Source: an optimization exercise on an open RTL-to-GDS flow (aim: small area, a short achievable clock period and few clock cycles per item). Production flows keep margins and buffers that such runs may drop.
Only simulation tests tie the RTL to the original design; equivalence was not proved.

==> yarrow: inputs <==
// Det
module Det (clock, reset, go, readAddress, writeAddress,
            WE, readbus, writebus, overflow, finished);
export LEC_CHECK = 0
export CAP_MARGIN = 20
export CORE_MARGIN = 2
export CORE_UTILIZATION = 40
export SLEW_MARGIN = 20
export SYNTH_HIERARCHICAL = 1
create_clock -name core_clock -period 15.0 [get_ports {clock}]
standard.sh (not shown) runs the stock make flow with config.mk's settings and CLKGATE_MAP_FILE= SYNTH_SCRIPT=/design/flow/synth_recipe.tcl, a recipe that flattens the netlist after the stock synthesis.
==> flow/flow/run.sh <==
#!/bin/bash
# Standard ORFS layout, with repair_timing aiming for extra setup slack
# (the clock period and constraints are the design's own).
set -euo pipefail
export SETUP_SLACK_MARGIN=${FLOW_SETUP_MARGIN:-8.5}
bash standard.sh > standard.log 2>&1
==> quartz: changes against yarrow <==
==> flow/flow/run.sh (replaced) <==
#!/bin/bash
# Standard ORFS layout, with repair_timing aiming for extra setup slack
# (the clock period and constraints are the design's own).
set -euo pipefail
export SETUP_SLACK_MARGIN=${FLOW_SETUP_MARGIN:-9.5}
bash standard.sh > standard.log 2>&1
==> tundra: changes against yarrow <==
==> flow/run.sh (new file) <==
#!/bin/bash
# synth_recipe.tcl (not shown) runs the flow's synth.tcl, then flattens the netlist and writes it again
# the make line also repeats each setting of config.mk as NAME=value (left out here)
make -C /OpenROAD-flow-scripts/flow DESIGN_CONFIG=/design/flow/config.mk WORK_HOME=/design/flow/orfs CLKGATE_MAP_FILE= SYNTH_SCRIPT=/design/flow/synth_recipe.tcl finish
removed: flow/flow/run.sh
removed: flow/standard.sh
==> violet: changes against yarrow <==
==> flow/flow/run.sh (replaced) <==
#!/bin/bash
# Standard ORFS layout, with repair_timing aiming for extra setup slack
# (the clock period and constraints are the design's own).
set -euo pipefail
export SETUP_SLACK_MARGIN=${FLOW_SETUP_MARGIN:-10}
bash standard.sh > standard.log 2>&1
==> summary.txt <==
quantity	violet	yarrow	quartz	tundra
DP Cell Count	3287	3297	3292	3297
Cell area after placement	26300 um^2	26100 um^2	26200 um^2	26100 um^2
Vias after detailed routing	21400	20800	21000	20300
Result of the run	no timing/DRC/antenna violations	no timing/DRC/antenna violations	no timing/DRC/antenna violations	no timing/DRC/antenna violations
Worst Hold Path EP	OP2[0]	pA	OP2[0]	pA
Hold slack final	0.508 ns	0.456 ns	0.469 ns	0.460 ns
Clk pin slew, worst setup/hold paths	0.10 ns	0.08 ns	0.07 ns	0.08 ns
Number of antenna diodes	0	2	1	0
Global-route track usage on met1	37.1%	36.9%	35.1%	37.1%
Clock latency (worst-skew pair)	0.50 ns	0.46 ns	0.48 ns	0.46 ns
Worst min-delay path startpoint	P[16]	pC	P[16]	pC
First-pass GRT wire length	139000 um	127000 um	134000 um	127000 um
Met2 Track Usage GR	46.0%	39.1%	45.4%	38.9%
Global router's overall resource usage	28.7%	25.4%	27.4%	25.4%
Critical R2R Launch	F1[8]	OP2[0]	OP2[3]	F1[16]
M1 wire length	37400 um	37200 um	35000 um	37400 um
Clock Network Area Fraction	2.14%	2.24%	2.00%	2.31%
Sequential share of cell area	13.2%	14.5%	13.8%	14.4%
Via count of the first global-routing pass	22100	21300	21800	21100
Flop2flop setup slack	8.75 ns	8.57 ns	8.75 ns	7.94 ns
Minimum clock period after layout	6.25 ns	6.43 ns	6.25 ns	7.06 ns
Met2 Wirelength	43600 um	38500 um	42500 um	36500 um
Routed wl met3	7520 um	8150 um	7270 um	6270 um
Final standard cell utilization of the core	50.0%	44.9%	47.5%	43.3%
Testbench counts of yarrow, summed over its fixed seeds: cycles 5,128, dets 320.
Testbench counts of quartz, summed over its fixed seeds: cycles 5,128, dets 320.
Testbench counts of tundra, summed over its fixed seeds: cycles 5,128, dets 320.
Testbench counts of violet, summed over its fixed seeds: cycles 5,128, dets 320.

==> 04-06 <==
Another version of the RTL of Det (not shown whole).
export LEC_CHECK = 0
export CAP_MARGIN = 20
export CORE_MARGIN = 2
export CORE_UTILIZATION = 65
export SLEW_MARGIN = 20
export SYNTH_HIERARCHICAL = 1
create_clock -name core_clock -period 15.0 [get_ports {clock}]
==> flow/flow/run.sh <==
#!/bin/bash
# Standard ORFS layout, with repair_timing aiming for extra setup slack
# (the clock period and constraints are the design's own), the smallest
# buffer on each port, and ABC sizing cells for a 1 fF output load.
set -euo pipefail
export SETUP_SLACK_MARGIN=${FLOW_SETUP_MARGIN:-9}
export BUFFER_PORTS_ARGS="-buffer_cell sky130_fd_sc_hd__buf_1"
bash standard.sh ABC_LOAD_IN_FF=1 finish > standard.log 2>&1
==> inputs of 12-22, as changes to 04-06 <==
==> flow/flow/run.sh (replaced) <==
#!/bin/bash
# Standard ORFS layout, with repair_timing aiming for extra setup slack
# (the clock period and constraints are the design's own) and the smallest
# buffer on each port.
set -euo pipefail
export SETUP_SLACK_MARGIN=${FLOW_SETUP_MARGIN:-9}
export BUFFER_PORTS_ARGS="-buffer_cell sky130_fd_sc_hd__buf_1"
bash standard.sh > standard.log 2>&1
==> inputs of 12-11, as changes to 04-06 <==
==> flow/flow/run.sh (replaced) <==
#!/bin/bash
# Standard ORFS layout, with repair_timing aiming for extra setup slack
# (the clock period and constraints are the design's own).
set -euo pipefail
export SETUP_SLACK_MARGIN=${FLOW_SETUP_MARGIN:-10}
bash standard.sh > standard.log 2>&1
--- a/flow/config.mk
+++ b/flow/config.mk
@@ -8,5 +8,5 @@
 export CAP_MARGIN = 20
 export CORE_MARGIN = 2
-export CORE_UTILIZATION = 65
+export CORE_UTILIZATION = 40
 export SLEW_MARGIN = 20
 export SYNTH_HIERARCHICAL = 1
==> notes <==
- 12-22 produced a clean layout. 04-06 ran to the end with no violations. 12-11 went through all stages and came out clean.
- Fmax, highest first: 12-11, 12-22, 04-06.
- In 12-22 the synthesized area is larger than in 04-06, by about 1.7%.
- First-iteration DRC count, lowest first: 12-11, 12-22, 04-06.
- Of 04-06 and 12-22, 12-22 has the higher worst setup slack (gap 0.090 ns).
- Routed wire length: 12-11 > 12-22 > 04-06.
- Of 04-06 and 12-22, 12-22 has the higher utilization (gap 0.37 points).
- The highest via count belongs to 12-11, the lowest to 04-06.
- The lowest non-clock buffer count belongs to 04-06, the highest to 12-11.
- In flip-flop and latch count, 12-11 and 12-22 do not differ.
Testbench counts of 04-06, summed over its fixed seeds: cycles 5,128, dets 320.
Testbench counts of 12-22, summed over its fixed seeds: cycles 5,128, dets 320.
Testbench counts of 12-11, summed over its fixed seeds: cycles 5,128, dets 320.

[re-timing with driven ports]
The results above use ideal ports. As a check the final layouts listed here were re-extracted and re-timed, cells and wires unchanged.
Step 1 (the two cells are an assumption about what drives the block):
set clk [get_ports {clock}]
set_driving_cell -lib_cell sky130_fd_sc_hd__clkbuf_16 $clk
set_driving_cell -lib_cell sky130_fd_sc_hd__buf_2 [delete_from_list [all_inputs] $clk]
Step 2 times the ports against the registers' clock, not the clock port: input delays grow and output delays shrink by t, the midpoint of the rising clock arrivals with the driver on.
Three values: ideal, step 1, step 2; two values: the first two.
| run | t, ns | setup WS [ns] | worst setup path after step 2 |
|---|---|---|---|
| yarrow | 0.508 | 8.565 / 8.565 / 8.565 | register to register |
| quartz | 0.526 | 8.746 / 8.746 / 8.746 | register to register |
| tundra | 0.506 | 7.935 / 7.935 / 7.935 | register to register |
| violet | 0.550 | 8.748 / 8.748 / 8.748 | register to register |
| 04-06 | 0.516 | 9.089 / 9.089 / 8.615 | input to register |
| 12-22 | 0.524 | 9.180 / 9.180 / 8.867 | input to register |
| 12-11 | 0.544 | 9.499 / 9.499 / 9.449 | input to register |
After both steps setup and hold are still met in every run listed. The setup slack of 04-06, which loses most, moves by 0.000 ns with the drivers and by -0.474 ns with both steps.
